Source: an optimization exercise on an open RTL-to-GDS flow (aim: small area). Production flows keep margins and buffers that such runs may drop.
Function was checked by simulation only, so behaviour that the tests miss may differ from the original.
The clock port is modelled as an ideal driver; clocking choices that lean on that would not hold on a real chip.
Power figures rest on the tool's default switching activity, not on a simulated workload.

**flow/flow/run.sh**
```bash
#!/bin/bash
# Layout flow: the standard flow (standard.sh), with three changes:
#  - after the standard synthesis, the combinational logic is re-mapped by ABC
#    with an area-oriented script (flip-flops, adders and tie cells are kept as
#    synthesized), and the result is proven equivalent to the standard netlist;
#  - the port buffers are buf_1 cells;
#  - clock tree synthesis uses clkbuf_4 buffers and inserts no dummy loads; clock
#    buffers whose sinks see a slow clock edge are then upsized to clkbuf_8.
# Each tool's output goes to a log file of its own in this folder.
set -euo pipefail
HERE=$(cd "$(dirname "$0")" && pwd)
WD=$(pwd)
LIB=$FLOW_HOME/platforms/$FLOW_PLATFORM/lib/sky130_fd_sc_hd__tt_025C_1v80.lib
RES=$WD/orfs/results/$FLOW_PLATFORM/project_top_milestone_3/base

bash standard.sh synth > "$WD/1_synth_standard.log" 2>&1
cp "$RES/1_2_yosys.v" "$WD/synth_standard.v"

bash "$HERE/reopt.sh" "$WD/synth_standard.v" "$WD/synth_reopt.v" "$LIB" "$WD/reopt" > "$WD/2_reopt.log" 2>&1
(cd "$WD/reopt" && bash "$HERE/equiv.sh" "$WD/synth_standard.v" "$WD/synth_reopt.v" "$LIB") > "$WD/3_equiv.log" 2>&1

cp "$WD/synth_reopt.v" "$RES/1_2_yosys.v"
rm -f "$RES/1_synth.odb" "$RES/1_synth.sdc"

export BUFFER_PORTS_ARGS="-buffer_cell sky130_fd_sc_hd__buf_1"
export POST_CTS_TCL="$HERE/post_cts.tcl"
export CTS_ARGS="-sink_clustering_enable -repair_clock_nets -buf_list sky130_fd_sc_hd__clkbuf_4 -dont_use_dummy_load"
bash standard.sh finish > "$WD/4_layout.log" 2>&1
```
**flow/flow/equiv.sh**
```bash
#!/bin/bash
# equiv.sh GOLD_NETLIST GATE_NETLIST LIB : proves the two mapped netlists equivalent
# (flip-flops paired by name), reading the cells from the liberty file.
set -euo pipefail
cat > equiv.ys <<EOY
read_liberty -ignore_miss_func $3
read_verilog $1
rename $FLOW_TOP gold
read_verilog $2
rename $FLOW_TOP gate
hierarchy -check
flatten gold gate
opt_clean
equiv_make gold gate equiv
hierarchy -top equiv
equiv_simple -seq 2
equiv_induct
equiv_status -assert
EOY
yosys -s equiv.ys
```
**flow/flow/gen_cells.py**
```python
#!/usr/bin/env python3
# Writes Verilog models of the liberty's cells for re-mapping a netlist:
# single-output combinational cells as logic, every other cell as an empty blackbox.
import re, sys
lib = open(sys.argv[1]).read()
comb, boxes = [], []
for body in re.split(r'\n\s*cell\s*\(', lib)[1:]:
    name = re.match(r'\s*"?(\w+)"?', body).group(1)
    pins = []
    for m in re.finditer(r'\n\s*pin\s*\(\s*"?(\w+)"?\s*\)\s*\{', body):
        seg = body[m.end():m.end() + 6000]
        d = re.search(r'direction\s*:\s*"?(\w+)"?', seg).group(1)
        head = seg.split('timing')[0].split('internal_power')[0]
        f = re.search(r'function\s*:\s*"([^"]*)"', head)
        if m.group(1) not in [p[0] for p in pins]:
            pins.append((m.group(1), d, f.group(1) if f else None))
    ins = [p for p, d, f in pins if d == 'input']
    outs = [(p, f) for p, d, f in pins if d == 'output']
    seq = re.search(r'\b(ff|latch|statetable)\s*\(', body) is not None
    ports = ins + [p for p, _ in outs]
    if not ports:
        continue
    if not seq and len(outs) == 1 and outs[0][1]:
        o, f = outs[0]
        e = f.replace('!', '~').replace('+', '|').replace('*', '&')
        e = re.sub(r'(\w)\s+(?=[\w(~])', r'\1 & ', e)
        e = re.sub(r'\)\s+(?=[\w(~])', r') & ', e)
        comb.append('module %s(%s);\n%s output %s;\n assign %s = %s;\nendmodule\n' % (
            name, ', '.join(ports), ''.join(' input %s;\n' % p for p in ins), o, o, e))
    else:
        decl = ''.join(' input %s;\n' % p for p in ins) + ''.join(' output %s;\n' % p for p, _ in outs)
        decl += ''.join(' inout %s;\n' % p for p, d, f in pins if d == 'inout')
        allp = ports + [p for p, d, f in pins if d == 'inout']
        boxes.append('(* blackbox *)\nmodule %s(%s);\n%sendmodule\n' % (name, ', '.join(allp), decl))
open(sys.argv[2], 'w').write(''.join(comb))
open(sys.argv[3], 'w').write(''.join(boxes))
```
**flow/flow/post_cts.tcl**
```tcl
# Upsize clock buffers whose sinks see a slow clock edge, then re-legalize.
estimate_parasitics -placement
set changed 0
foreach inst [get_cells -hierarchical clkbuf_*] {
  set name [get_full_name $inst]
  set ref [get_property $inst ref_name]
  if { $ref != "sky130_fd_sc_hd__clkbuf_4" } { continue }
  set worst 0
  foreach pin [get_pins -of_objects [get_nets -of_objects [get_pins $name/X]]] {
    if { [get_property $pin direction] == "input" } {
      set s [get_property $pin slew_max]
      if { $s > $worst } { set worst $s }
    }
  }
  if { $worst > 0.095 } {
    puts "upsizing $name (worst sink slew $worst)"
    replace_cell $name sky130_fd_sc_hd__clkbuf_8
    incr changed
  }
}
if { $changed > 0 } {
  detailed_placement
  check_placement -verbose
  estimate_parasitics -placement
}
```
**flow/flow/reopt.abc**
```
strash
&get -n
&st
&dch -f
&nf -R 1000
&put
mfs2 -a
strash
&get -n
&dch -f
&nf -R 1000
&put
topo
```
**flow/flow/reopt.sh**
```bash
#!/bin/bash
# reopt.sh IN_NETLIST OUT_NETLIST LIB WORKDIR
# Re-maps the combinational logic of a mapped netlist with ABC; flip-flops and
# multi-output cells (full/half adders, tie cells) are kept as they are.
set -euo pipefail
IN=$1; OUT=$2; LIB=$3; W=$4
HERE=$(cd "$(dirname "$0")" && pwd)
mkdir -p "$W"
python3 "$HERE/gen_cells.py" "$LIB" "$W/comb.v" "$W/boxes.v"
DU=""
for c in $(python3 - "$LIB" <<'PY'
import re, sys
names = re.findall(r'\n\s*cell\s*\(\s*"?(\w+)"?', open(sys.argv[1]).read())
bad = re.compile(r'lpflow|probe|clkbuf|clkinv|clkdly|dlygate|dlymetal|dlxb|dlxt|dlrt|_16$|_12$|_8$|buf_6|conb|einv|ebuf|bufbuf|bufinv|fill|tap|decap|diode|macro')
print(' '.join(n for n in names if bad.search(n)))
PY
); do DU="$DU -dont_use $c"; done
cat > "$W/reopt.ys" <<EOY
read_verilog $W/comb.v
read_verilog $W/boxes.v
read_verilog $IN
hierarchy -top $FLOW_TOP
flatten
techmap
opt -purge
abc -liberty $LIB $DU -script $HERE/reopt.abc
read_liberty -lib -ignore_redef $LIB
opt_clean -purge
hilomap -singleton -hicell sky130_fd_sc_hd__conb_1 HI -locell sky130_fd_sc_hd__conb_1 LO
insbuf -buf sky130_fd_sc_hd__buf_1 A X
splitnets
opt_clean -purge
check -assert -mapped
tee -o $W/reopt_stat.txt stat -liberty $LIB
write_verilog -noattr -nohex -nodec $OUT
EOY
yosys -s "$W/reopt.ys"
```
**flow/standard.sh**
```bash
#!/bin/bash
# synth_recipe.tcl (not shown) runs the flow's synth.tcl, then flattens the netlist and writes it again
# the make line also repeats each setting of config.mk as NAME=value (left out here)
make -C /OpenROAD-flow-scripts/flow DESIGN_CONFIG=/design/flow/config.mk WORK_HOME=/design/flow/orfs CLKGATE_MAP_FILE= SYNTH_SCRIPT=/design/flow/synth_recipe.tcl "${@:-finish}"
```
**flow/config.mk**
```make
export PLATFORM = sky130hd
export DESIGN_NAME = project_top_milestone_3
export DESIGN_NICKNAME = project_top_milestone_3
export VERILOG_FILES = /design/flow/design.v
export SDC_FILE = /design/flow/constraint.sdc
export NUM_CORES = 4
export LEC_CHECK = 0
export CAP_MARGIN = 20
export CORE_MARGIN = 2
export CORE_UTILIZATION = 60
export CTS_BUF_LIST = sky130_fd_sc_hd__clkbuf_4
export SLEW_MARGIN = 20
```
**flow/constraint.sdc**
```tcl
create_clock -name core_clock -period 20.0 [get_ports {clk}]
set_input_delay 4.0000 -clock core_clock [delete_from_list [all_inputs] [get_ports {clk}]]
set_output_delay 4.0000 -clock core_clock [all_outputs]
set_load 0.01 [all_outputs]
```
**flow/design.v**
```verilog
module vgaSync(clk, rst, hsync, vsync, video_on, pix_adv, line_adv, pixel_x, pixel_y);
input clk, rst;
output hsync, vsync, video_on, pix_adv, line_adv;
output [9:0] pixel_x, pixel_y;
reg [10:0] hc;
reg [9:0] vc;
wire [11:0] hcy;
wire [10:0] hinc;
assign hcy[0] = 1'b1;
wire [10:0] vcy;
wire [9:0] vinc;
genvar i;
generate
	for (i = 0; i < 11; i = i + 1) begin : h_inc
		assign hinc[i] = hc[i] ^ hcy[i];
		assign hcy[i + 1] = hc[i] & hcy[i];
	end
	for (i = 0; i < 10; i = i + 1) begin : v_inc
		assign vinc[i] = vc[i] ^ vcy[i];
		assign vcy[i + 1] = vc[i] & vcy[i];
	end
endgenerate
assign line_adv = hcy[11];
assign vcy[0] = line_adv;
assign pix_adv = hc[0];
wire h_jump = hc[10] & ~hc[9] & hcy[8];
wire v_jump = ~vc[9] & vc[8] & vc[7] & vc[6] & vcy[5];
always @(posedge clk) begin
	if (rst) begin
		hc <= 11'd0;
		vc <= 10'd0;
	end else begin
		hc <= h_jump ? 11'd1728 : hinc;
		vc <= v_jump ? 10'd979 : vinc;
	end
end
assign hsync = (hc >= 11'd1761) && (hc <= 11'd1952);
wire line_start = (hc == 11'd0);
assign vsync = (vc == 10'd1013) || (!line_start && vc == 10'd1012) || (line_start && vc == 10'd1014);
assign video_on = ~(hc[10] & hc[9]) & ~vc[9];
assign pixel_x = hc[10:1];
assign pixel_y = vc;
endmodule
module pixelGeneration(clk, rst, push, pixel_x, pixel_y, pix_adv, line_adv, video_on, rgb);
input clk, rst;
input [2:0] push;
input [9:0] pixel_x, pixel_y;
input pix_adv, line_adv, video_on;
output [2:0] rgb;
reg [9:0] kx;
reg [8:0] ly;
reg dir_x, dir_y;        
reg [4:0] angle;
reg s0;                  
reg [1:0] quadrant;
reg [11:0] acc;
genvar i;
wire refr_tick = (pixel_y == 10'd980) && (pixel_x == 10'd0);
wire at_right  = ~|kx[9:6] & ~(kx[5] & kx[4] & kx[3]);    
wire at_left   = kx[9] & kx[7] & kx[4];                   
wire at_bottom = ~|ly[8:4];                               
wire at_top    = ly[8] & ly[7] & ly[6] & (ly[4] | ly[3]);  
wire mx = refr_tick & push[0] & ~(dir_x & at_left);
wire my = refr_tick & ~push[0] & push[1];
wire [9:0] dkx = {{7{mx & ~dir_x}}, mx & dir_x, mx & ~dir_x, mx};
wire [8:0] dly = {{6{my & dir_y}}, my & ~dir_y, my & dir_y, my};
wire [10:0] kcy;
wire [9:0] ksum;
wire [9:0] lcy;
wire [8:0] lsum;
assign kcy[0] = 1'b0;
assign lcy[0] = 1'b0;
generate
	for (i = 0; i < 10; i = i + 1) begin : k_add
		assign ksum[i] = kx[i] ^ dkx[i] ^ kcy[i];
		assign kcy[i + 1] = (kx[i] & dkx[i]) | (kx[i] & kcy[i]) | (dkx[i] & kcy[i]);
	end
	for (i = 0; i < 9; i = i + 1) begin : l_add
		assign lsum[i] = ly[i] ^ dly[i] ^ lcy[i];
		assign lcy[i + 1] = (ly[i] & dly[i]) | (ly[i] & lcy[i]) | (dly[i] & lcy[i]);
	end
endgenerate
wire ma = refr_tick & push[2];
wire a_end = s0 ? ~|angle : (angle[4] & angle[2] & angle[1] & angle[0]);
wire ma_step = ma & ~a_end;
wire ma_turn = ma & a_end;
wire [4:0] dang = {{4{ma_step & s0}}, ma_step};
wire [5:0] angcy;
wire [4:0] anginc;
assign angcy[0] = 1'b0;
generate
	for (i = 0; i < 5; i = i + 1) begin : a_add
		assign anginc[i] = angle[i] ^ dang[i] ^ angcy[i];
		assign angcy[i + 1] = (angle[i] & dang[i]) | (angle[i] & angcy[i]) | (dang[i] & angcy[i]);
	end
endgenerate
wire q_step = ma_turn & s0;
always @(posedge clk) begin
	if (rst) begin
		kx <= 10'd352;
		ly <= 9'd240;
		dir_x <= 1'b0;
		dir_y <= 1'b0;
		angle <= 5'd0;
		s0 <= 1'b0;
		quadrant <= 2'd0;
	end else begin
		kx <= ksum;
		ly <= lsum;
		dir_x <= at_right | (dir_x & ~at_left);
		dir_y <= ~at_bottom & (at_top | dir_y);
		angle <= anginc;
		s0 <= s0 ^ ma_turn;
		quadrant <= {quadrant[1] ^ (quadrant[0] & q_step), quadrant[0] ^ q_step};
	end
end
wire [9:0] t, s;
wire [10:0] tcy, scy2;
assign tcy[0] = 1'b0;
assign scy2[0] = 1'b0;
wire [9:0] lyx = {1'b0, ly};
generate
	for (i = 0; i < 10; i = i + 1) begin : t_add
		assign t[i] = pixel_x[i] ^ kx[i] ^ tcy[i];
		assign tcy[i + 1] = (pixel_x[i] & kx[i]) | (pixel_x[i] & tcy[i]) | (kx[i] & tcy[i]);
		assign s[i] = pixel_y[i] ^ lyx[i] ^ scy2[i];
		assign scy2[i + 1] = (pixel_y[i] & lyx[i]) | (pixel_y[i] & scy2[i]) | (lyx[i] & scy2[i]);
	end
endgenerate
wire wt = (t[9:6] == 4'd10);
wire ws = (s[9:6] == 4'd7);
wire [4:0] a = t[5] ? t[4:0] : 5'd0 - t[4:0];
wire [4:0] b = s[5] ? s[4:0] : 5'd0 - s[4:0];
wire in_win = wt & ws & (|t[5:0]) & (|s[5:0]);
wire ball_in, border_in;
circleTest circleTest(.a(a), .b(b), .ball_on(ball_in), .border(border_in));
wire ball_on = in_win & ball_in;
wire border = in_win & border_in;
wire [6:0] tan;
tanLut tanLut(.angle(angle), .tan(tan));
wire u_pos = ~(quadrant[0] ^ quadrant[1]);    
wire v_pos = quadrant[1];                     
wire ok_u = u_pos ? t[5] : (~t[5] | ~|t[4:0]);
wire ok_v = v_pos ? s[5] : (~s[5] | ~|s[4:0]);
wire xmode = ~(quadrant[0] ^ s0);             
wire d_pos = xmode ? u_pos : v_pos;
wire d_win = xmode ? wt : ws;
wire d_hi = xmode ? t[5] : s[5];
wire d_en = xmode ? pix_adv : line_adv;
wire d_step = d_win & (~d_pos | d_hi);
wire d_add = d_en & d_step;
wire d_load = d_en & ~d_step;
wire [6:0] dtan = tan & {7{d_add}};
wire [12:0] acy;
wire [11:0] asum;
assign acy[0] = 1'b0;
generate
	for (i = 0; i < 12; i = i + 1) begin : acc_add
		if (i < 7) begin : full
			assign asum[i] = acc[i] ^ dtan[i] ^ acy[i];
			assign acy[i + 1] = (acc[i] & dtan[i]) | (acc[i] & acy[i]) | (dtan[i] & acy[i]);
		end else begin : half
			assign asum[i] = acc[i] ^ acy[i];
			assign acy[i + 1] = acc[i] & acy[i];
		end
	end
endgenerate
wire [11:0] d_hold = d_pos ? 12'd0 : {~tan, 5'b11111};
always @(posedge clk)
	acc <= d_load ? d_hold : asum;
wire [4:0] r = xmode ? b : a;
wire [4:0] rn = r ^ {5{d_pos}};               
wire [5:0] ncy;
wire [4:0] diff;
assign ncy[0] = 1'b1;
generate
	for (i = 0; i < 5; i = i + 1) begin : n_sub
		assign diff[i] = acc[7 + i] ^ rn[i] ^ ncy[i];
		assign ncy[i + 1] = (acc[7 + i] & rn[i]) | (acc[7 + i] & ncy[i]) | (rn[i] & ncy[i]);
	end
endgenerate
wire near = ~|diff[4:1] | (&diff);
wire handle_on = border & ok_u & ok_v & near;
assign rgb = video_on ? (handle_on ? 3'b000 : (ball_on ? 3'b011 : 3'b110)) : 3'b000;
endmodule
module circleTest(a, b, ball_on, border);
input [4:0] a, b;
output ball_on, border;
function [1023:0] disc;
	input integer rr;
	integer i;
	begin
		for (i = 0; i < 1024; i = i + 1)
			disc[i] = ((i / 32) * (i / 32) + (i % 32) * (i % 32)) < rr;
	end
endfunction
localparam [1023:0] BALL = disc(16 * 16);
localparam [1023:0] BORDER = disc(27 * 27);
assign ball_on = BALL[{a, b}];
assign border = BORDER[{a, b}];
endmodule
module tanLut(angle, tan);
input [4:0] angle;
output [6:0] tan;
localparam [223:0] TAN = {
	7'd63,  7'd58,  7'd53,  7'd49,  7'd45,  7'd40,  7'd36,  7'd33,
	7'd100, 7'd100, 7'd97,  7'd90,  7'd84,  7'd78,  7'd73,  7'd67,
	7'd63,  7'd58,  7'd53,  7'd49,  7'd45,  7'd40,  7'd36,  7'd33,
	7'd29,  7'd25,  7'd21,  7'd18,  7'd14,  7'd11,  7'd7,   7'd4};
assign tan = TAN[angle * 7 +: 7];
endmodule
module project_top_milestone_3(clk, rst, push, hsync, vsync, rgb);
input clk, rst;
input [2:0] push;
output hsync, vsync;
output [2:0] rgb;
wire video_on, pix_adv, line_adv;
wire [9:0] pixel_x, pixel_y;
vgaSync vgaSync(.clk(clk), .rst(rst), .hsync(hsync), .vsync(vsync), .video_on(video_on),
                .pix_adv(pix_adv), .line_adv(line_adv), .pixel_x(pixel_x), .pixel_y(pixel_y));
pixelGeneration pixelGeneration(.clk(clk), .rst(rst), .push(push), .pixel_x(pixel_x),
                .pixel_y(pixel_y), .pix_adv(pix_adv), .line_adv(line_adv), .video_on(video_on),
                .rgb(rgb));
endmodule
```
==> results of run 1 <==
==> how the worst max path moves through the flow <==
| stage | startpoint | endpoint | slack (ns) | depth (start not counted) |
|---|---|---|---|---|
| global placement | vgaSync.hc[1]$_SDFF_PP0_ | rgb[0] | 9.52 | 22 |
| finish | vgaSync.hc[1]$_SDFF_PP0_ | rgb[0] | 8.97 | 22 |
| global route | vgaSync.hc[1]$_SDFF_PP0_ | rgb[0] | 8.43 | 22 |
| floorplan | vgaSync.hc[1]$_SDFF_PP0_ | rgb[0] | 9.80 | 22 |
| detailed placement | vgaSync.hc[1]$_SDFF_PP0_ | rgb[0] | 9.31 | 22 |
==> sequential cells by signal, indices dropped and copies added (netlist names) <==
name / flops
pixelGeneration.ly: 9
vgaSync.vc: 10
pixelGeneration.kx: 10
pixelGeneration.s0: 1
vgaSync.hc: 11
pixelGeneration.dir_y: 1
pixelGeneration.angle: 5
pixelGeneration.quadrant: 2
pixelGeneration.acc: 12
pixelGeneration.dir_x: 1
==> per-layer routing <==
layer | vias to the layer above | global-route usage, %
met2 | 44 | 37.2
met5 | - | 0
li1 | 1613 | -
met3 | 11 | 4.89
met1 | 1552 | 32.9
met4 | 0 | 6.92
==> per-stage QoR <==
step                      instance area (um^2)  worst slack, ns  cells  power [uW]
final                                     4630             8.97    589         206
after detailed placement                  4530             9.31    580         135
after floorplan                           4390             9.80    475         132
after global placement                    4530             9.52    580         135
after global routing                      4630             8.43    589         215
==> power breakdown <==
| part | switching (uW) | internal (uW) |
|---|---|---|
| Sequential | 0.649 | 124 |
| Combinational | 5.57 | 2.57 |
| Clock | 41.6 | 31.7 |
| Total | 47.8 | 158 |
==> placed cells by master (no fill, tap or decap), types with 2 or more instances in the layout <==
cell type  instances
o22ai_1            3
a211oi_1           5
nor2_1            53
nand3_1            7
and2_0             6
clkbuf_4           4
nor2b_1           20
o311ai_0           2
ha_1              42
xor2_1             5
nor4_1             5
inv_1             57
a41oi_1            3
and3_1             5
fa_1              43
nor3_1            13
o41ai_1            2
a41o_1             2
nand2b_1           4
or2_0              9
buf_1              8
o21ai_0           20
nand2_1           37
dfxtp_1           62
nand4_1            3
nor3b_1            4
xnor2_1           22
a31oi_1            4
a21oi_1           15
a22o_1             3
clkbuf_8           5
a311oi_1           2
mux2i_1            2
==> worst max-delay path, stage by stage (launching register included) <==
cell and delay (ns):
dfxtp_1 0.42, ha_1 0.18, inv_1 0.05, fa_1 0.44, fa_1 0.46, fa_1 0.47, fa_1 0.46, fa_1 0.62
o21ai_0 0.52, mux2i_1 0.18, xnor2_1 0.19, fa_1 0.45, fa_1 0.43, fa_1 0.41, xnor2_1 0.14, xnor2_1 0.13
xnor2_1 0.23, o31a_1 0.16, nor3_1 0.04, o21ai_0 0.10, a21oi_1 0.13, nor4_1 0.29, buf_1 0.19
==> area by class of cell <==
cell class	count	share of cell area [%]
Clock buffer	9	2.13
Timing Repair Buffer	9	0.756
Sequential cell	62	26.8
Inverter	57	4.62
Tap cell	99	2.67
Multi-Input combinational cell	353	63.0
==> flow_summary.yaml, run 1 <==
sta:
  hold_viol_final: 0
  period_needed_ns: 11.03
  drv_slew: 0
  setup_viol: 0
  rsz0062_at_grt: "no"
  hold_ws_ns: 0.504
  worst_pin_slew_ns: 0.930
  min_period_over_period_pct: 55.1
  tns_ns: 0
  slew_headroom_pct: 37.8
  fmax_mhz: 90.7
  skew_ns: 0.0233
detailed_routing:
  drtAntennaViolNets: 0
  finalWirelength_mm: 8.35
  vias_per_cell: 5.47
  drtIter0Drc: 190
  met3_length_um: 255
  via_count: 3220
  drc: 0
  wl_met1_mm: 4.10
  wl_met2_mm: 3.87
  dr.max_layer_used: "met4"
  wl_per_cell_um: 14.2
  first_pass_iters: 4
yosys:
  netlist_area_um2: 4390
  yosysWarnings: 2
  syn_inst: 475
  syn_area_per_cell_um2: 9.23
  synth_nets: 565
setup_path:
  crit_path_end_kind: "output pin"
  r2r_start: "vgaSync.vc[0]$_SDFF_PP0_"
  cp-start-kind: "flop"
  crit_required_ns: 16.00
  critPathMaxFanout: 9
  worstSetupPathType: "reg -> out"
  rr_worst_depth: 31
  worstPathArrival_ns: 7.03
  r2r_setup_slack_ns: 11.15
  r2r_end: "pixelGeneration.acc[11]$_DFF_P_"
worst_hold_path:
  min_path_cells: 2
  min_path_type: "reg -> reg"
  min_to: "pixelGeneration.dir_x$_SDFF_PP0_"
  holdCritStartpoint: "pixelGeneration.dir_x$_SDFF_PP0_"
cts:
  insertion_delay_ns: 0.34
  clkSinkCount: 62
  cts_tree: "yes"
  clk_pin_slew_ns: 0.07
global_routing:
  grt_pass1_vias: 3034
  antenna_found_initial: 0
  gr-total-overflow: 0
  grtUsageTotal_pct: 23.6
  grt_max_degree: 46
  grt_pass1_wl_mm: 14.3
layout:
  multi_input_area_um2: 2920
  fin_util_pct: 64.6
  antenna_cells: 0
  area_growth_pct: 5.62
  nFillCells: 611
  nets: 582
  seqCellArea_um2: 1240
  layout-drive-gt1-share_pct: 2.04
place:
  port_buffers: 9
  routabilityCongestion: 0.902
  hpwlAfterDp_mm: 6.54
die:
  die_y_um: 89.5
  die-area_um2: 8010
  ios: 10
  initial_core_util_pct: 61.1
  die_width_um: 89.5
  core-area_um2: 7180
  std_cell_rows: 31
power_and_ir_drop:
  p_leak_uw: 0.00194
  peakVddDrop_uv: 35.5
  powerDensity_nw_per_um2: 44.5
run:
  cap_violations: 0
status:
  outcome: "finished clean"
==> inputs of run 2 (changes only) <==
--- a/flow/config.mk
+++ b/flow/config.mk
@@ -9,3 +9,3 @@
 export CORE_MARGIN = 2
-export CORE_UTILIZATION = 60
+export CORE_UTILIZATION = 75
 export CTS_BUF_LIST = sky130_fd_sc_hd__clkbuf_4
==> flow_summary.yaml, run 2 <==
detailed_routing:
  drc: 0
  finalWirelength_mm: 9.07
  drtAntennaViolNets: 0
  drtIter0Drc: 167
  via_count: 3319
  wl_per_cell_um: 16.1
  first_pass_iters: 6
  vias_per_cell: 5.91
yosys:
  netlist_area_um2: 4390
  syn_area_per_cell_um2: 9.23
  synth_nets: 565
  syn_inst: 475
  yosysWarnings: 2
setup_path:
  crit_path_end_kind: "output pin"
  crit_required_ns: 16.00
  max_stage_delay_ns: 0.63
  worstSetupPathType: "reg -> out"
  critPathMaxFanout: 9
  worstPathArrival_ns: 7.09
  cp_cell_sequence: "ha_1 -> inv_1 -> fa_1 -> fa_1 -> fa_1 -> fa_1 -> fa_1 -> o21ai_0 -> mux2i_1 -> xnor2_1 -> fa_1 -> fa_1 -> fa_1 -> xnor2_1 -> xnor2_1 -> xnor2_1 -> o31a_1 -> nor3_1 -> o21ai_0 -> a21oi_1 -> nor4_1 -> buf_1"
  cp_num_buf_inv: 2
  crit_path_top_delay_cell: "fa_1"
  crit_path_frequent_cell: "fa_1"
  critPathTopFamily: "adder cells"
  cp-start-kind: "flop"
die:
  die-area_um2: 6470
  initial_core_util_pct: 78.7
  die_width_um: 80.5
  core-area_um2: 5570
  ios: 10
  std_cell_rows: 27
  die_y_um: 80.5
cts:
  clk_pin_slew_ns: 0.09
  clkSinkCount: 62
  cts_tree: "yes"
  insertion_delay_ns: 0.35
place:
  hpwlAfterDp_mm: 7.13
  routabilityCongestion: 0.941
  port_buffers: 9
sta:
  rsz0062_at_grt: "no"
  slew_headroom_pct: 35.2
  setup_viol: 0
  fmax_mhz: 90.2
  drv_slew: 0
  worst_pin_slew_ns: 0.970
  min_period_over_period_pct: 55.4
  hold_viol_final: 0
  period_needed_ns: 11.09
  tns_ns: 0
  skew_ns: 0.0352
global_routing:
  grtUsageTotal_pct: 31.3
  gr-total-overflow: 0
  grt_max_degree: 46
  grt_pass1_vias: 3378
  antenna_found_initial: 0
  grt_pass1_wl_mm: 15.4
power_and_ir_drop:
  peakVddDrop_uv: 39.7
  p_leak_uw: 0.00194
  powerDensity_nw_per_um2: 44.3
layout:
  fin_util_pct: 82.3
  largest_registers: "pixelGeneration.acc (12), vgaSync.hc (11)"
  nFillCells: 363
  antenna_cells: 0
  final_common_cell: "dfxtp_1"
  layout-drive-gt1-share_pct: 2.04
  largest_register_ffs: 12
  largest-register: "pixelGeneration.acc"
  area_growth_pct: 4.56
  mostFrequentLayoutCells: "62 x dfxtp_1, 57 x inv_1, 53 x nor2_1, 43 x fa_1, 42 x ha_1"
  nets: 582
run:
  cap_violations: 0
status:
  outcome: "finished clean"
worst_hold_path:
  min_path_type: "reg -> reg"
run 2: final timing paths:
| path | startpoint | to | slack, ns | cells after the start |
|---|---|---|---|---|
| max reg2reg | vgaSync.vc[0]$_SDFF_PP0_ | pixelGeneration.acc[11]$_DFF_P_ | 10.86 | 31 |
| min reg2reg | vgaSync.hc[0]$_SDFF_PP0_ | vgaSync.hc[0]$_SDFF_PP0_ | 0.51 | 1 |
| min | vgaSync.hc[0]$_SDFF_PP0_ | vgaSync.hc[0]$_SDFF_PP0_ | 0.51 | 1 |
| max | vgaSync.hc[1]$_SDFF_PP0_ | rgb[0] | 8.91 | 22 |
run 2: area by class of cell:
type | instances | area (um^2) | area share, %
sequential | 62 | 1240 | 27.1
clock buffer | 9 | 86.3 | 1.88
inverter | 57 | 214 | 4.67
tap | 72 | 90.1 | 1.96
multi-input combinational | 353 | 2920 | 63.7
timing repair buffer | 9 | 35.0 | 0.764
run 2: metal layers:
metal	GRT usage [%]	wire length [um]	part of all wire, %
met4	11.2	194	2.1
met5	0	0	0
met3	4.72	414	4.6
met1	39.4	4020	44
met2	54.6	4440	49
run 2: worst reg2reg max path, delay by kind of cell (launching register included):
| kind | cells | cell delay, ns |
|---|---|---|
| xor gates and xnor gates | 2 | 0.36 |
| AOI/OAI and AO/OA | 2 | 0.24 |
| adders and majority gates | 20 | 7.20 |
| DFF | 1 | 0.40 |
| buffers and inverters | 3 | 0.20 |
| and+or+nand+nor | 4 | 0.59 |
run 2: stage by stage:
step	hold slack [ns]	setup slack [ns]	std cells	area (um^2)	total power (uW)
2_1_floorplan	0.452	9.80	475	4390	132
3_3_place_gp	0.488	9.52	553	4500	135
3_5_place_dp	0.499	9.29	553	4500	136
5_1_grt	0.539	8.54	562	4590	209
6_report	0.506	8.91	562	4590	203
run 2: where the power goes:
group / switching (uW) / total, uW / leakage [uW] / internal, uW
Sequential: 0.612 / 124 / 0.000500 / 124
Combinational: 5.74 / 8.37 / 0.00139 / 2.63
Clock: 42.8 / 70.3 / 0.0000492 / 27.5
Total: 49.1 / 203 / 0.00194 / 154
==> inputs of run 3 (changes only) <==
--- a/flow/config.mk
+++ b/flow/config.mk
@@ -9,3 +9,3 @@
 export CORE_MARGIN = 2
-export CORE_UTILIZATION = 75
+export CORE_UTILIZATION = 40
 export CTS_BUF_LIST = sky130_fd_sc_hd__clkbuf_4
==> flow_summary.yaml, run 3 <==
sta:
  min_period_over_period_pct: 55.6
  hold_viol_final: 0
  slew_headroom_pct: 31.1
  fmax_mhz: 90.0
  worst_pin_slew_ns: 1.03
  skew_ns: 0.0199
  period_needed_ns: 11.12
  tns_ns: 0
  setup_viol: 0
  drv_slew: 0
  rsz0062_at_grt: "no"
detailed_routing:
  drtIter0Drc: 109
  finalWirelength_mm: 8.38
  via_count: 3181
  drc: 0
  first_pass_iters: 4
  drtAntennaViolNets: 0
  wl_per_cell_um: 13.3
  vias_per_cell: 5.05
setup_path:
  worstPathArrival_ns: 7.12
  rr_worst_depth: 31
  crit_path_end_kind: "output pin"
  cp-start-kind: "flop"
  max_stage_delay_ns: 0.62
  crit_required_ns: 16.00
  r2r_end: "pixelGeneration.acc[11]$_DFF_P_"
  critPathMaxFanout: 9
  r2r_start: "vgaSync.vc[0]$_SDFF_PP0_"
  r2r_setup_slack_ns: 11.00
  critPathTopFamily: "adder cells"
  crit_path_top_delay_cell: "fa_1"
  cp_num_buf_inv: 2
  cp_cell_sequence: "ha_1 -> inv_1 -> fa_1 -> fa_1 -> fa_1 -> fa_1 -> fa_1 -> o21ai_0 -> mux2i_1 -> xnor2_1 -> fa_1 -> fa_1 -> fa_1 -> xnor2_1 -> xnor2_1 -> xnor2_1 -> o31a_1 -> nor3_1 -> o21ai_0 -> a21oi_1 -> nor4_1 -> buf_1"
  worstSetupPathType: "reg -> out"
  crit_path_frequent_cell: "fa_1"
die:
  die-area_um2: 11800
  die_y_um: 109
  std_cell_rows: 38
  initial_core_util_pct: 40.8
  core-area_um2: 10700
  ios: 10
  die_width_um: 109
layout:
  largest_registers: "pixelGeneration.acc (12), vgaSync.hc (11)"
  fin_util_pct: 43.5
  nets: 582
  largest-register: "pixelGeneration.acc"
  layout-drive-gt1-share_pct: 2.04
  mostFrequentLayoutCells: "62 x dfxtp_1, 57 x inv_1, 53 x nor2_1, 43 x fa_1, 42 x ha_1"
  largest_register_ffs: 12
  area_growth_pct: 6.51
  stdcell_area_um2: 4670
  final_common_cell: "dfxtp_1"
  antenna_cells: 0
cts:
  insertion_delay_ns: 0.35
  clkSinkCount: 62
  clk_pin_slew_ns: 0.09
  cts_tree: "yes"
global_routing:
  grt_pass1_wl_mm: 15.0
  grt_pass1_vias: 3281
  grt_max_degree: 46
  gr-total-overflow: 0
  grtUsageTotal_pct: 16.1
  antenna_found_initial: 0
power_and_ir_drop:
  p_leak_uw: 0.00194
  total_power_uw: 202
  powerDensity_nw_per_um2: 43.2
  peakVddDrop_uv: 18.6
run:
  cap_violations: 0
yosys:
  yosysWarnings: 2
  syn_area_per_cell_um2: 9.23
  synth_nets: 565
  syn_inst: 475
  netlist_area_um2: 4390
place:
  hpwlAfterDp_mm: 6.68
  placed_cell_area_um2: 4580
  port_buffers: 9
  routabilityCongestion: 0.848
worst_hold_path:
  min_path_cells: 2
  holdCritStartpoint: "pixelGeneration.dir_x$_SDFF_PP0_"
  min_to: "pixelGeneration.dir_x$_SDFF_PP0_"
  min_path_type: "reg -> reg"
status:
  outcome: "finished clean"
run 3: cell counts in the layout (fill, tap and decap cells not counted):
Identical to the previous run, type by type.
run 3: cell type report:
| class | count | area (um^2) |
|---|---|---|
| multi-input combinational | 353 | 2920 |
| inverter | 57 | 214 |
| tap | 140 | 175 |
| sequential | 62 | 1240 |
| clock buffer | 9 | 86.3 |
| fill | 1101 | 6070 |
| timing repair buffer | 9 | 35.0 |
run 3: worst register-to-register path: cells and delay by family, from the launching register on:
kind / cells / cell delay (ns)
AO/OA/AOI/OAI: 2 / 0.22
AND/OR/NAND/NOR: 4 / 0.58
buffers and inverters: 3 / 0.20
XOR/XNOR: 2 / 0.28
adder cells (fa/ha/maj): 20 / 7.23
flip-flops: 1 / 0.38
run 3: metrics by stage:
stage               hold WS (ns)  worst slack, ns  instances
floorplan                  0.452             9.80        475
global placement           0.487             9.48        621
detailed placement         0.493             9.27        621
global route               0.529             8.43        630
finish                     0.506             8.88        630
run 3: report_power, final:
group | total (uW) | leakage, uW | internal, uW | switching, uW
Sequential | 125 | 0.000500 | 124 | 0.681
Clock | 69.2 | 0.0000492 | 27.5 | 41.7
Combinational | 8.11 | 0.00139 | 2.54 | 5.56
run 3: metal layers:
| layer | part of all wire, % | GRT usage (%) | wire, um |
|---|---|---|---|
| met2 | 46 | 26.5 | 3880 |
| met1 | 50 | 21.2 | 4180 |
| met3 | 1.8 | 2.69 | 153 |
| met4 | 1.9 | 6.41 | 157 |
| met5 | 0 | 0 | 0 |
run 3: how the worst max path moves through the flow:
stage          slack [ns]  endpoint                startpoint  depth (start not counted)
6_report             8.88    rgb[0]  vgaSync.hc[1]$_SDFF_PP0_                         22
5_1_grt              8.43    rgb[0]  vgaSync.hc[1]$_SDFF_PP0_                         22
3_5_place_dp         9.27    rgb[0]  vgaSync.hc[1]$_SDFF_PP0_                         22
3_3_place_gp         9.48    rgb[0]  vgaSync.hc[1]$_SDFF_PP0_                         22
2_1_floorplan        9.80    rgb[0]  vgaSync.hc[1]$_SDFF_PP0_                         22
==> inputs of run 4 (changes only) <==
==> flow/flow/run.sh (replaced) <==
#!/bin/bash
# Layout flow: the standard flow (standard.sh), with these changes:
#  - after the standard synthesis, the combinational logic is re-mapped by ABC
#    with area-oriented scripts; flip-flops, adders and tie cells stay as
#    synthesized. Full adders whose inputs mostly come through inverters are
#    turned to the opposite polarity (a full adder is self-dual) before the
#    last re-mapping. The smaller of two re-mappings is kept, and it is proven
#    equivalent to the standard netlist;
#  - the port buffers are buf_1 cells;
#  - clock tree synthesis uses clkbuf_4 buffers and inserts no dummy loads; clock
#    buffers whose sinks see a slow clock edge are then upsized to clkbuf_8.
# Each tool's output goes to a log file of its own in this folder.
set -euo pipefail
HERE=$(cd "$(dirname "$0")" && pwd)
WD=$(pwd)
LIB=$FLOW_HOME/platforms/$FLOW_PLATFORM/lib/sky130_fd_sc_hd__tt_025C_1v80.lib
RES=$WD/orfs/results/$FLOW_PLATFORM/project_top_milestone_3/base

bash standard.sh synth > "$WD/1_synth_standard.log" 2>&1
cp "$RES/1_2_yosys.v" "$WD/synth_standard.v"

bash "$HERE/reopt.sh" "$WD/synth_standard.v" "$WD/synth_reopt1.v" "$LIB" "$WD/reopt1" "$HERE/reopt_fast.abc" > "$WD/2_reopt1.log" 2>&1
python3 "$HERE/fa_polarity.py" "$WD/synth_reopt1.v" "$WD/synth_fapol.v" > "$WD/3_fa_polarity.log" 2>&1
bash "$HERE/reopt.sh" "$WD/synth_fapol.v" "$WD/synth_reopt_fast.v" "$LIB" "$WD/reopt_fast" "$HERE/reopt_fast.abc" > "$WD/4_reopt_fast.log" 2>&1
bash "$HERE/reopt.sh" "$WD/synth_fapol.v" "$WD/synth_reopt_deep.v" "$LIB" "$WD/reopt_deep" "$HERE/reopt_deep.abc" > "$WD/5_reopt_deep.log" 2>&1

area() { grep "Chip area" "$1" | awk '{print $NF}'; }
best="$WD/synth_reopt_fast.v"
if awk -v a="$(area "$WD/reopt_deep/reopt_stat.txt")" -v b="$(area "$WD/reopt_fast/reopt_stat.txt")" 'BEGIN { exit !(a < b) }'; then
  best="$WD/synth_reopt_deep.v"
fi
cp "$best" "$WD/synth_final.v"
(cd "$WD/reopt1" && bash "$HERE/equiv.sh" "$WD/synth_standard.v" "$WD/synth_final.v" "$LIB") > "$WD/6_equiv.log" 2>&1

cp "$WD/synth_final.v" "$RES/1_2_yosys.v"
rm -f "$RES/1_synth.odb" "$RES/1_synth.sdc"

export BUFFER_PORTS_ARGS="-buffer_cell sky130_fd_sc_hd__buf_1"
export POST_CTS_TCL="$HERE/post_cts.tcl"
export CTS_ARGS="-sink_clustering_enable -repair_clock_nets -buf_list sky130_fd_sc_hd__clkbuf_4 -dont_use_dummy_load"
bash standard.sh finish > "$WD/7_layout.log" 2>&1
--- a/flow/flow/equiv.sh
+++ b/flow/flow/equiv.sh
@@ -12,3 +12,4 @@
 flatten gold gate
-opt_clean
+rename -hide w:_*
+opt_clean -purge
 equiv_make gold gate equiv
==> flow/flow/fa_polarity.py (new file) <==
#!/usr/bin/env python3
# fa_polarity.py IN.v OUT.v : flips full adders to the opposite polarity where that
# saves inverters. A full adder is self-dual, FA(~a,~b,~c) = ~FA(a,b,c), so a cell
# whose inputs mostly come through inverters can take the uninverted signals and
# hand out complemented sums and carries instead.
import re, sys
from collections import defaultdict

src = open(sys.argv[1]).read()
cell_re = re.compile(r'^(\s*)(sky130_fd_sc_hd__\w+)\s+(\\\S+|\w+)\s*\((.*?)\);\n', re.S | re.M)
pin_re = re.compile(r'\.(\w+)\(\s*(\\\S+ |[\w\[\]]+)\s*\)')

cells = {}
order = []
for m in cell_re.finditer(src):
    typ, name, body = m.group(2), m.group(3), m.group(4)
    pins = {p: n.strip() for p, n in pin_re.findall(body)}
    cells[name] = [typ, pins]
    order.append(name)
head = src[:cell_re.search(src).start()]
tail_start = src.rindex('endmodule')

OUTS = {'Y', 'X', 'Q', 'SUM', 'COUT', 'HI', 'LO'}
def is_inv(t): return re.match(r'sky130_fd_sc_hd__(clk)?inv_\d+$', t) is not None
def is_fa(t): return t == 'sky130_fd_sc_hd__fa_1' or re.match(r'sky130_fd_sc_hd__fa_\d+$', t)

def index():
    drv, loads = {}, defaultdict(list)
    for n, (t, pins) in cells.items():
        for p, net in pins.items():
            if p in OUTS: drv[net] = (n, p)
            else: loads[net].append((n, p))
    return drv, loads

ports = set()
for m in re.finditer(r'^\s*(input|output)\s+(\[[^\]]*\]\s*)?(.*?);', head, re.M):
    for x in m.group(3).split(','):
        ports.add(x.strip())
def is_port(net):
    return net.split('[')[0].strip() in ports or net in ports

newid = [0]
def fresh():
    newid[0] += 1
    return '_fapol_%d_' % newid[0]

def inv_driver(net, drv):
    d = drv.get(net)
    if d and is_inv(cells[d[0]][0]): return d[0]
    return None

def complement_of(x, drv, loads):
    # an existing net holding ~x, if any
    i = inv_driver(x, drv)
    if i and i in cells: return cells[i][1]['A']
    for n, p in loads.get(x, []):
        if n in cells and is_inv(cells[n][0]): return cells[n][1]['Y']
    return None

def delta(f, drv, loads):
    t, pins = cells[f]
    d = 0
    for p in ('A', 'B', 'CIN'):
        x = pins[p]
        i = inv_driver(x, drv)
        if i:
            if len(loads[x]) == 1 and not is_port(x): d -= 1
        elif complement_of(x, drv, loads) is None:
            d += 1
    for p in ('SUM', 'COUT'):
        n = pins.get(p)
        if n is None or is_port(n): 
            if n is not None and is_port(n): d += 1
            continue
        ls = loads.get(n, [])
        if not ls: continue
        invs = [l for l in ls if is_inv(cells[l[0]][0])]
        d -= len(invs)
        if len(invs) < len(ls): d += 1
    return d

def flip(f, drv, loads):
    t, pins = cells[f]
    newpins = dict(pins)
    for p in ('A', 'B', 'CIN'):
        x = pins[p]
        i = inv_driver(x, drv)
        if i:
            newpins[p] = cells[i][1]['A']
            if len(loads[x]) == 1 and not is_port(x):
                del cells[i]
        else:
            c = complement_of(x, drv, loads)
            if c is None:
                c = fresh()
                cells[fresh()] = ['sky130_fd_sc_hd__inv_1', {'A': x, 'Y': c}]
            newpins[p] = c
    drv, loads = index()
    for p in ('SUM', 'COUT'):
        n = pins.get(p)
        if n is None: continue
        ls = [l for l in loads.get(n, []) if l[0] != f]
        nn = fresh()
        newpins[p] = nn
        keep_n = is_port(n) or any(not is_inv(cells[l[0]][0]) for l in ls)
        for ln, lp in ls:
            if is_inv(cells[ln][0]):
                y = cells[ln][1]['Y']
                if is_port(y):
                    # keep the port driven: buffer it from the new net
                    cells[ln] = ['sky130_fd_sc_hd__buf_1', {'A': nn, 'X': y}]
                else:
                    del cells[ln]
                    for n2, (t2, p2) in cells.items():
                        for q, v in p2.items():
                            if v == y and q not in OUTS: p2[q] = nn
        if keep_n:
            cells[fresh()] = ['sky130_fd_sc_hd__inv_1', {'A': nn, 'Y': n}]
    cells[f] = [t, newpins]

import copy
def cost():
    return sum(1 for t, p in cells.values() if is_inv(t) or t == 'sky130_fd_sc_hd__buf_1')

def chains():
    drv, loads = index()
    fas = [n for n in cells if is_fa(cells[n][0])]
    parent = {f: f for f in fas}
    def find(x):
        while parent[x] != x:
            parent[x] = parent[parent[x]]
            x = parent[x]
        return x
    for f in fas:
        n = cells[f][1].get('COUT')
        targets = list(loads.get(n, []))
        for ln, lp in list(targets):
            if is_inv(cells[ln][0]):
                targets += loads.get(cells[ln][1]['Y'], [])
        for ln, lp in targets:
            if ln in parent:
                parent[find(ln)] = find(f)
    groups = defaultdict(list)
    for f in fas: groups[find(f)].append(f)
    return list(groups.values())

nflip = 0
for g in chains():
    saved = copy.deepcopy(cells)
    before = cost()
    for f in g:
        drv, loads = index()
        flip(f, drv, loads)
    if cost() < before:
        nflip += len(g)
    else:
        cells.clear(); cells.update(saved)

changed = True
while changed:
    changed = False
    drv, loads = index()
    for f in list(cells):
        if f in cells and is_fa(cells[f][0]):
            if delta(f, drv, loads) < 0:
                flip(f, drv, loads)
                nflip += 1
                changed = True
                drv, loads = index()

# emit
new_wires = sorted({v for t, p in cells.values() for v in p.values() if v.startswith('_fapol_')})
out = [head]
out.extend('  wire %s;\n' % w for w in new_wires)
mid_start = cell_re.search(src).start()
# keep any non-cell statements (assigns) that sit between the cells
rest = cell_re.sub('', src[mid_start:tail_start])
out.append(rest)
for n, (t, pins) in cells.items():
    out.append('  %s %s (\n%s\n  );\n' % (t, n, ',\n'.join('    .%s(%s%s)' % (p, v, ' ' if v.startswith('\\') else '') for p, v in pins.items())))
out.append('endmodule\n')
open(sys.argv[2], 'w').write(''.join(out))
sys.stderr.write('flipped %d full adders\n' % nflip)
--- a/flow/flow/reopt.sh
+++ b/flow/flow/reopt.sh
@@ -1,3 +1,3 @@
 #!/bin/bash
-# reopt.sh IN_NETLIST OUT_NETLIST LIB WORKDIR
+# reopt.sh IN_NETLIST OUT_NETLIST LIB WORKDIR ABC_SCRIPT
 # Re-maps the combinational logic of a mapped netlist with ABC; flip-flops and
@@ -5,3 +5,3 @@
 set -euo pipefail
-IN=$1; OUT=$2; LIB=$3; W=$4
+IN=$1; OUT=$2; LIB=$3; W=$4; SCRIPT=$5
 HERE=$(cd "$(dirname "$0")" && pwd)
@@ -18,3 +18,2 @@
 cat > "$W/reopt.ys" <<EOY
-read_verilog $W/comb.v
 read_verilog $W/boxes.v
@@ -22,6 +21,6 @@
 hierarchy -top $FLOW_TOP
-flatten
+techmap -map $W/comb.v
 techmap
 opt -purge
-abc -liberty $LIB $DU -script $HERE/reopt.abc
+abc -liberty $LIB $DU -script $SCRIPT
 read_liberty -lib -ignore_redef $LIB
==> flow/flow/reopt_deep.abc (new file) <==
strash
&get -n
&deepsyn -T 60
&put
strash
&get -n
&dch -f
&nf -R 1000
&put
mfs2 -a
strash
&get -n
&dch -f
&nf -R 1000
&put
mfs2 -a
strash
&get -n
&dch -f
&nf -R 1000
&put
topo
==> flow/flow/reopt_fast.abc (new file) <==
strash
&get -n
&st
&dch -f
&nf -R 1000
&put
mfs2 -a
strash
&get -n
&dch -f
&nf -R 1000
&put
topo
removed: flow/flow/reopt.abc
==> flow_summary.yaml, run 4 <==
layout:
  largest_registers: "pixelGeneration.acc (12), vgaSync.hc (11)"
  largest-register: "pixelGeneration.acc"
  antenna_cells: 0
  mostFrequentLayoutCells: "62 x dfxtp_1, 59 x nor2_1, 43 x fa_1, 42 x ha_1, 39 x inv_1"
  fin_cells: 611
  final_common_cell: "dfxtp_1"
  largest_register_ffs: 12
  nets: 567
  layout-drive-gt1-share_pct: 2.32
  area_growth_pct: 7.03
power_and_ir_drop:
  p_seq_share_pct: 60.6
  clkPwrFrac_pct: 35.5
  powerDensity_nw_per_um2: 45.0
  p_comb_share_pct: 3.9
  internal-power_uw: 156
  total_power_uw: 206
  p_leak_uw: 0.00198
  peakVddDrop_uv: 29.6
  switching_power_uw: 49.6
  switching_share_pct: 24.1
detailed_routing:
  finalWirelength_mm: 8.35
  vias_per_cell: 5.08
  drtAntennaViolNets: 0
  first_pass_iters: 5
  via_count: 3106
  drtIter0Drc: 99
  drc: 0
  wl_per_cell_um: 13.7
global_routing:
  grtUsageTotal_pct: 16.9
  gr-total-overflow: 0
  grt_pass1_wl_mm: 15.3
  grt_pass1_vias: 3249
  antenna_found_initial: 0
  grt_max_degree: 44
setup_path:
  worstPathArrival_ns: 6.85
  cp-start-kind: "flop"
  worstSetupPathType: "reg -> out"
  crit_path_end_kind: "output pin"
  crit_path_frequent_cell: "fa_1"
  r2r_setup_slack_ns: 10.85
  cp_num_buf_inv: 3
  crit_path_top_delay_cell: "fa_1"
  crit_required_ns: 16.00
  critPathTopFamily: "adder cells"
  cp_cell_sequence: "ha_1 -> inv_1 -> fa_1 -> fa_1 -> fa_1 -> fa_1 -> fa_1 -> nor2_1 -> a21oi_1 -> a21oi_1 -> xnor2_1 -> fa_1 -> fa_1 -> fa_1 -> xnor2_1 -> xnor2_1 -> xnor2_1 -> o21ai_0 -> o2111ai_1 -> o21ai_0 -> inv_1 -> and3_1 -> buf_1"
  max_stage_delay_ns: 0.73
  critPathMaxFanout: 10
run:
  cap_violations: 0
sta:
  min_period_over_period_pct: 54.2
  drv_slew: 0
  slew_headroom_pct: 28.6
  rsz0062_at_grt: "no"
  period_needed_ns: 10.85
  worst_pin_slew_ns: 1.06
  fmax_mhz: 92.2
  hold_viol_final: 0
  skew_ns: 0.0288
  tns_ns: 0
  setup_viol: 0
  hold_ws_ns: 0.541
yosys:
  netlist_area_um2: 4270
  yosysWarnings: 2
  syn_area_per_cell_um2: 9.35
  syn_inst: 457
  synth_nets: 547
worst_hold_path:
  min_path_type: "reg -> reg"
cts:
  clk_pin_slew_ns: 0.09
  insertion_delay_ns: 0.35
  clkSinkCount: 62
  cts_tree: "yes"
place:
  hpwlAfterDp_mm: 6.60
  dp_cells: 602
  routabilityCongestion: 0.873
  port_buffers: 9
status:
  outcome: "finished clean"
die:
  initial_core_util_pct: 41.2
  std_cell_rows: 37
  die-area_um2: 11500
  ios: 10
  core-area_um2: 10400
  die_y_um: 107
  die_width_um: 107
-- run 4: cell type report --
type	instances	area, um^2
clock buffer	9	92.6
fill	1057	5800
inverter	39	146
multi-input combinational	356	2890
sequential	62	1240
tap	136	170
timing repair buffer	9	35.0
-- run 4: power groups by stage --
stage               clock network [uW]  logic, uW  registers [uW]
finish                            73.1       8.03             125
global route                      81.6       9.62             125
detailed placement                   0       8.04             127
global placement                     0       7.76             127
floorplan                            0       4.98             127
-- run 4: path summary, 6_finish.rpt --
path	from	endpoint	depth (start not counted)
max	vgaSync.vc[0]$_SDFF_PP0_	rgb[0]	23
min reg2reg	pixelGeneration.dir_x$_SDFF_PP0_	pixelGeneration.dir_x$_SDFF_PP0_	2
max reg2reg	vgaSync.vc[0]$_SDFF_PP0_	pixelGeneration.acc[10]$_DFF_P_	28
min	pixelGeneration.dir_x$_SDFF_PP0_	pixelGeneration.dir_x$_SDFF_PP0_	2
-- run 4: worst min-delay path, stage by stage (launching register included) --
cell	delay (ns)
dfxtp_1	0.34
nand2_1	0.10
a21oi_1	0.06
-- run 4: through the flow --
step | instance area (um^2) | worst slack [ns] | util, %
after global placement | 4480 | 9.63 | 43.2
final | 4570 | 9.15 | 44.1
after detailed placement | 4480 | 9.55 | 43.2
after floorplan | 4270 | 9.97 | -
after global routing | 4570 | 8.75 | 44.1
-- run 4: layer usage --
layer | vias to the layer above | track usage, % | share of wire, %
met5 | - | 0 | 0
met4 | 0 | 4.49 | 1.3
met3 | 13 | 4.18 | 2.8
met2 | 34 | 28.9 | 49
met1 | 1498 | 21.2 | 47
li1 | 1561 | - | -
==> inputs of run 5 (changes only) <==
==> flow/flow/run.sh (replaced) <==
#!/bin/bash
# Layout flow: the standard flow (standard.sh), with these changes:
#  - after the standard synthesis, the combinational logic is re-mapped by ABC
#    with area-oriented scripts; flip-flops, adders and tie cells stay as
#    synthesized. Full adders whose inputs mostly come through inverters are
#    turned to the opposite polarity (a full adder is self-dual) between
#    re-mappings. The smallest netlist found is kept, and it is proven
#    equivalent to the standard netlist;
#  - the port buffers are buf_1 cells;
#  - clock tree synthesis uses clkbuf_4 buffers and inserts no dummy loads; clock
#    buffers whose sinks see a slow clock edge are then upsized to clkbuf_8.
# Each tool's output goes to a log file of its own in this folder.
set -euo pipefail
HERE=$(cd "$(dirname "$0")" && pwd)
WD=$(pwd)
LIB=$FLOW_HOME/platforms/$FLOW_PLATFORM/lib/sky130_fd_sc_hd__tt_025C_1v80.lib
RES=$WD/orfs/results/$FLOW_PLATFORM/project_top_milestone_3/base
mkdir -p "$WD/remap"
R=$WD/remap

area() { grep "Chip area" "$1/reopt_stat.txt" | awk '{print $NF}'; }
smaller() { awk -v a="$1" -v b="$2" 'BEGIN { exit !(a < b) }'; }

bash standard.sh synth > "$WD/1_synth_standard.log" 2>&1
cp "$RES/1_2_yosys.v" "$WD/synth_standard.v"

# first re-mapping, then full-adder polarity
bash "$HERE/reopt.sh" "$WD/synth_standard.v" "$R/r0.v" "$LIB" "$R/r0" "$HERE/reopt_fast.abc" > "$WD/2_remap_r0.log" 2>&1
python3 "$HERE/fa_polarity.py" "$R/r0.v" "$R/p0.v" > "$WD/3_fa_polarity_p0.log" 2>&1

# deep re-mappings with four seeds, in parallel
for s in 1 2 3 4; do
  sed "s/&deepsyn -T 60/\&deepsyn -T 60 -S $s/" "$HERE/reopt_deep.abc" > "$R/deep_$s.abc"
  bash "$HERE/reopt.sh" "$R/p0.v" "$R/d$s.v" "$LIB" "$R/d$s" "$R/deep_$s.abc" > "$WD/4_remap_deep_$s.log" 2>&1 &
done
wait
best=$R/r0.v; besta=$(area "$R/r0")
for s in 1 2 3 4; do
  if smaller "$(area "$R/d$s")" "$besta"; then best=$R/d$s.v; besta=$(area "$R/d$s"); fi
done

# alternate polarity and fast re-mapping from the best netlist
cur=$best
for i in 1 2 3 4; do
  python3 "$HERE/fa_polarity.py" "$cur" "$R/p$i.v" > "$WD/5_fa_polarity_p$i.log" 2>&1
  bash "$HERE/reopt.sh" "$R/p$i.v" "$R/i$i.v" "$LIB" "$R/i$i" "$HERE/reopt_fast.abc" > "$WD/6_remap_i$i.log" 2>&1
  if smaller "$(area "$R/i$i")" "$besta"; then best=$R/i$i.v; besta=$(area "$R/i$i"); fi
  cur=$R/i$i.v
done
echo "kept $best ($besta um2)" > "$WD/7_remap_choice.log"
cp "$best" "$WD/synth_final.v"
(cd "$R/r0" && bash "$HERE/equiv.sh" "$WD/synth_standard.v" "$WD/synth_final.v" "$LIB") > "$WD/8_equiv.log" 2>&1

cp "$WD/synth_final.v" "$RES/1_2_yosys.v"
rm -f "$RES/1_synth.odb" "$RES/1_synth.sdc"

export BUFFER_PORTS_ARGS="-buffer_cell sky130_fd_sc_hd__buf_1"
export POST_CTS_TCL="$HERE/post_cts.tcl"
export CTS_ARGS="-sink_clustering_enable -repair_clock_nets -buf_list sky130_fd_sc_hd__clkbuf_4 -dont_use_dummy_load"
bash standard.sh finish > "$WD/9_layout.log" 2>&1
==> flow_summary.yaml, run 5 <==
status:
  outcome: "finished clean"
setup_path:
  r2r_start: "pixelGeneration.ly[0]$_SDFF_PP0_"
  crit_path_top_delay_cell: "fa_1"
  critPathMaxFanout: 8
  cp_cell_sequence: "ha_1 -> fa_1 -> fa_1 -> fa_1 -> fa_1 -> fa_1 -> mux2i_1 -> nor2_1 -> a21oi_1 -> xor2_1 -> fa_1 -> fa_1 -> fa_1 -> xor2_1 -> xnor2_1 -> xnor2_1 -> o21ai_0 -> o2111ai_1 -> o21ai_0 -> nor2b_1 -> buf_1"
  crit_path_end_kind: "output pin"
  worstPathArrival_ns: 6.84
  critPathLaunch: "pixelGeneration.ly[0]$_SDFF_PP0_"
  crit_path_frequent_cell: "fa_1"
  crit_required_ns: 16.00
  worstSetupPathType: "reg -> out"
  max_stage_delay_ns: 0.73
  cp-start-kind: "flop"
die:
  initial_core_util_pct: 40.9
  die_y_um: 107
  core-area_um2: 10300
  std_cell_rows: 37
  die-area_um2: 11400
  die_width_um: 107
  ios: 10
detailed_routing:
  drtIter0Drc: 127
  drtAntennaViolNets: 0
  wl_per_cell_um: 13.5
  via_count: 3025
  drc: 0
  finalWirelength_mm: 7.98
  first_pass_iters: 4
  vias_per_cell: 5.14
run:
  cap_violations: 0
global_routing:
  gr-total-overflow: 0
  use_met2_pct: 24.8
  grt_busiest_layer: "met2"
  grt_use_met3_pct: 3.68
  grt_max_degree: 46
  grt_pass1_vias: 3001
  grt_pass1_wl_mm: 14.1
  antenna_found_initial: 0
  grt_util_met1_pct: 21.5
  grtUsageTotal_pct: 15.8
place:
  dp_cells: 580
  port_buffers: 9
  post-place-ws_ns: 9.50
  routabilityCongestion: 0.816
  hpwlAfterDp_mm: 6.36
layout:
  antenna_cells: 0
  fin_cells: 589
  area_growth_pct: 7.29
  largest_registers: "pixelGeneration.acc (12), vgaSync.hc (11)"
  seqCellArea_um2: 1240
  largest-register: "pixelGeneration.acc"
  final_common_cell: "dfxtp_1"
  largest_register_ffs: 12
  layout-drive-gt1-share_pct: 2.43
  multi_input_area_um2: 2870
  nFillCells: 1028
  mostFrequentLayoutCells: "62 x dfxtp_1, 58 x nor2_1, 43 x fa_1, 42 x ha_1, 31 x nand2_1"
  nets: 545
power_and_ir_drop:
  powerDensity_nw_per_um2: 45.6
  p_leak_uw: 0.00201
  peakVddDrop_uv: 21.0
  total_power_uw: 206
sta:
  min_period_over_period_pct: 54.2
  slew_headroom_pct: 38.5
  fin_ws_ns: 9.16
  rsz0062_at_grt: "no"
  fmax_mhz: 92.3
  drv_slew: 0
  period_needed_ns: 10.84
  tns_ns: 0
  skew_ns: 0.0271
  hold_viol_final: 0
  setup_viol: 0
  worst_pin_slew_ns: 0.919
  hold_ws_ns: 0.502
yosys:
  yosysWarnings: 2
  syn_area_per_cell_um2: 9.67
  syn_inst: 435
  synth_nets: 525
  netlist_area_um2: 4210
worst_hold_path:
  holdCritStartpoint: "vgaSync.hc[0]$_SDFF_PP0_"
  min_path_type: "reg -> reg"
cts:
  insertion_delay_ns: 0.34
  clk_pin_slew_ns: 0.07
  cts_tree: "yes"
  clkSinkCount: 62
run 5: per-layer routing:
| layer | up-vias | share of wire, % |
|---|---|---|
| li1 | 1519 | - |
| met4 | 0 | 1.6 |
| met3 | 8 | 3.9 |
| met2 | 65 | 46 |
| met5 | - | 0 |
| met1 | 1433 | 48 |
run 5: stage by stage:
stage	area (um^2)	util, %
after floorplan	4210	-
after global placement	4410	42.9
after detailed placement	4410	42.9
after global routing	4510	43.9
final	4510	43.9
run 5: final timing paths:
path / to / slack, ns / cells past startpoint
max: rgb[2] / 9.16 / 21
min: vgaSync.hc[0]$_SDFF_PP0_ / 0.50 / 1
max reg2reg: pixelGeneration.acc[11]$_DFF_P_ / 10.75 / 29
min reg2reg: vgaSync.hc[0]$_SDFF_PP0_ / 0.50 / 1
run 5: final cells by class:
cell class | count | area share, %
multi-input cells | 347 | 63.6
clock buffers | 9 | 2.19
flip-flops and latches | 62 | 27.5
well taps | 136 | 3.77
repair buffers | 9 | 0.776
inverters | 26 | 2.16
run 5: critical path: cells and delay by family (launching register included):
family                     cells  cell delay (ns)
xor gates and xnor gates       4             0.64
buffers and inverters          1             0.15
and+or+nand+nor                2             0.21
DFF                            1             0.32
adders and majority gates      9             4.13
muxes                          1             0.49
AOI/OAI and AO/OA              4             0.56
run 5: power breakdown:
part	leakage (uW)	switching, uW	internal, uW	total [uW]
combinational	0.00145	6.09	2.63	8.72
clock	0.0000544	40.9	31.7	72.6
sequential	0.000500	0.592	124	124
total	0.00201	47.5	158	206
==> inputs of run 6 (changes only) <==
--- a/flow/flow/gen_cells.py
+++ b/flow/flow/gen_cells.py
@@ -2,3 +2,4 @@
 # Writes Verilog models of the liberty's cells for re-mapping a netlist:
-# single-output combinational cells as logic, every other cell as an empty blackbox.
+# combinational cells as logic (half adders included), every other cell (flip-flops,
+# full adders, tie cells, ...) as an empty blackbox.
 import re, sys
@@ -22,9 +23,12 @@
         continue
-    if not seq and len(outs) == 1 and outs[0][1]:
-        o, f = outs[0]
-        e = f.replace('!', '~').replace('+', '|').replace('*', '&')
-        e = re.sub(r'(\w)\s+(?=[\w(~])', r'\1 & ', e)
-        e = re.sub(r'\)\s+(?=[\w(~])', r') & ', e)
-        comb.append('module %s(%s);\n%s output %s;\n assign %s = %s;\nendmodule\n' % (
-            name, ', '.join(ports), ''.join(' input %s;\n' % p for p in ins), o, o, e))
+    keep = re.search(r'__(fa|fah\w*|conb)_\d+$', name) is not None
+    if not seq and not keep and outs and all(f for _, f in outs):
+        body_v = ''
+        for o, f in outs:
+            e = f.replace('!', '~').replace('+', '|').replace('*', '&')
+            e = re.sub(r'(\w)\s+(?=[\w(~])', r'\1 & ', e)
+            e = re.sub(r'\)\s+(?=[\w(~])', r') & ', e)
+            body_v += ' output %s;\n assign %s = %s;\n' % (o, o, e)
+        comb.append('module %s(%s);\n%s%sendmodule\n' % (
+            name, ', '.join(ports), ''.join(' input %s;\n' % p for p in ins), body_v))
     else:
==> flow_summary.yaml, run 6 <==
sta:
  period_needed_ns: 11.05
  hold_viol_final: 0
  fmax_mhz: 90.5
  rsz0062_at_grt: "no"
  drv_slew: 0
  slew_headroom_pct: 35.3
  setup_viol: 0
  skew_ns: 0.0216
  tns_ns: 0
  min_period_over_period_pct: 55.3
  worst_pin_slew_ns: 0.966
setup_path:
  crit_path_end_kind: "output pin"
  crit_path_top_delay_cell: "fa_1"
  cp_cell_sequence: "nand2_1 -> fa_1 -> fa_1 -> fa_1 -> fa_1 -> fa_1 -> nand2_1 -> xnor2_1 -> mux2i_1 -> xnor2_1 -> fa_1 -> fa_1 -> fa_1 -> xnor2_1 -> xnor2_1 -> xnor2_1 -> a21oi_1 -> nand4_1 -> o31ai_1 -> nor2_1 -> buf_1"
  max_stage_delay_ns: 0.71
  r2r_setup_slack_ns: 11.23
  critPathTopFamily: "adder cells"
  crit_path_frequent_cell: "fa_1"
  worstSetupPathType: "reg -> out"
  r2r_start: "vgaSync.vc[0]$_SDFF_PP0_"
  rr_worst_depth: 26
  cp_num_buf_inv: 1
  cp-start-kind: "flop"
  r2r_end: "pixelGeneration.acc[11]$_DFF_P_"
  crit_required_ns: 16.00
  worstPathArrival_ns: 7.05
  critPathMaxFanout: 8
layout:
  stdcell_area_um2: 4370
  mostFrequentLayoutCells: "62 x dfxtp_1, 51 x nand2_1, 50 x nor2_1, 43 x fa_1, 33 x xnor2_1"
  largest-register: "pixelGeneration.acc"
  fin_util_pct: 44.5
  largest_register_ffs: 12
  final_common_cell: "dfxtp_1"
  multi_input_area_um2: 2710
  layout-drive-gt1-share_pct: 2.09
  nFillCells: 1009
  area_growth_pct: 7.38
  largest_registers: "pixelGeneration.acc (12), vgaSync.hc (11)"
  seqCellArea_um2: 1240
  nets: 528
  antenna_cells: 0
place:
  routabilityCongestion: 0.986
  hpwlAfterDp_mm: 6.62
  placed_cell_area_um2: 4270
  port_buffers: 9
die:
  die_y_um: 105
  initial_core_util_pct: 41.4
  die_width_um: 105
  std_cell_rows: 36
  die-area_um2: 11000
  ios: 10
  core-area_um2: 9820
detailed_routing:
  drtAntennaViolNets: 0
  drtIter0Drc: 141
  wl_per_cell_um: 14.1
  via_count: 3226
  first_pass_iters: 4
  finalWirelength_mm: 8.59
  vias_per_cell: 5.28
  drc: 0
cts:
  clk_pin_slew_ns: 0.07
  clkSinkCount: 62
  insertion_delay_ns: 0.34
  cts_tree: "yes"
power_and_ir_drop:
  p_leak_uw: 0.00170
  powerDensity_nw_per_um2: 47.4
  peakVddDrop_uv: 22.2
yosys:
  syn_inst: 460
  syn_area_per_cell_um2: 8.84
  netlist_area_um2: 4070
  synth_nets: 508
  yosysWarnings: 2
global_routing:
  gr-total-overflow: 0
  grt_pass1_vias: 3146
  grtUsageTotal_pct: 17.0
  grt_max_degree: 48
  grt_pass1_wl_mm: 15.0
  antenna_found_initial: 0
status:
  outcome: "finished clean"
worst_hold_path:
  min_to: "vgaSync.hc[0]$_SDFF_PP0_"
  holdCritStartpoint: "vgaSync.hc[0]$_SDFF_PP0_"
  min_path_cells: 1
  min_path_type: "reg -> reg"
run:
  cap_violations: 0
==> run 6: changes by cell type in the layout (fill, tap and decap cells not counted), moves of 6 or more <==
cell,previous run,this run
nor3_1,11,22
nor2b_1,21,15
a21oi_1,18,31
nor2_1,58,50
nand2_1,31,51
ha_1,42,0
xnor2_1,17,33
and3_1,5,11
==> run 6: routing by layer <==
| layer | wire length, um | up-vias | GRT usage, % |
|---|---|---|---|
| met5 | 0 | - | 0 |
| met4 | 170 | 0 | 6.29 |
| met3 | 305 | 15 | 4.05 |
| met2 | 3840 | 58 | 25.4 |
| met1 | 4270 | 1548 | 24.0 |
| li1 | - | 1605 | - |
==> run 6: layout make-up <==
cell class              count  area share [%]
clock buffers               9            2.26
well taps                 133            3.81
repair buffers              9           0.802
flip-flops and latches     62            28.4
inverters                  31            2.66
multi-input cells         367            62.0
==> run 6: metrics by stage <==
step	hold WS [ns]	power [uW]	setup slack, ns	instances
2_1_floorplan	0.459	132	9.91	460
3_3_place_gp	0.499	135	9.56	602
3_5_place_dp	0.511	135	9.29	602
5_1_grt	0.563	216	8.55	611
6_report	0.530	207	8.95	611
==> run 6: report_power, final <==
part	switching [uW]	internal, uW
combinational	5.20	2.20
sequential	0.923	124
clock	42.8	31.8
==> run 6: how the worst max path moves through the flow <==
stage | start | to | slack, ns | depth (start not counted)
finish | vgaSync.hc[1]$_SDFF_PP0_ | rgb[0] | 8.95 | 21
global route | vgaSync.hc[1]$_SDFF_PP0_ | rgb[0] | 8.55 | 21
detailed placement | vgaSync.hc[1]$_SDFF_PP0_ | rgb[0] | 9.29 | 21
global placement | vgaSync.hc[1]$_SDFF_PP0_ | rgb[0] | 9.56 | 21
floorplan | vgaSync.hc[1]$_SDFF_PP0_ | rgb[0] | 9.91 | 20

re-timing with driven ports:
In the flow no input, the clock included, has a driving cell. The finished layouts below were timed again as built, in two steps.
Step 1 sets driving cells, clkbuf_16 on the clock port and buf_2 on the other inputs (assumed; they add their load-dependent delay and slew).
Step 2 also shifts input and output timing later by t, the mid clock arrival at the registers, as if the neighbouring blocks saw the same clock.
a / b / c = no drivers / after step 1 / after step 2; a / b = the first two.
run	t, ns	setup slack, ns	hold WS [ns]	worst setup path at the end
run 1	0.361	8.973 / 8.941 / 9.303	0.504 / 0.504 / 0.504	register to output
run 2	0.366	8.911 / 8.880 / 9.246	0.506 / 0.506 / 0.506	register to output
run 3	0.366	8.883 / 8.852 / 9.218	0.506 / 0.506 / 0.506	register to output
run 4	0.370	9.155 / 9.120 / 9.490	0.541 / 0.541 / 0.541	register to output
run 5	0.361	9.162 / 9.129 / 9.490	0.502 / 0.502 / 0.502	register to output
run 6	0.357	8.946 / 8.913 / 9.271	0.530 / 0.530 / 0.530	register to output
After both steps every run listed still meets setup and hold.
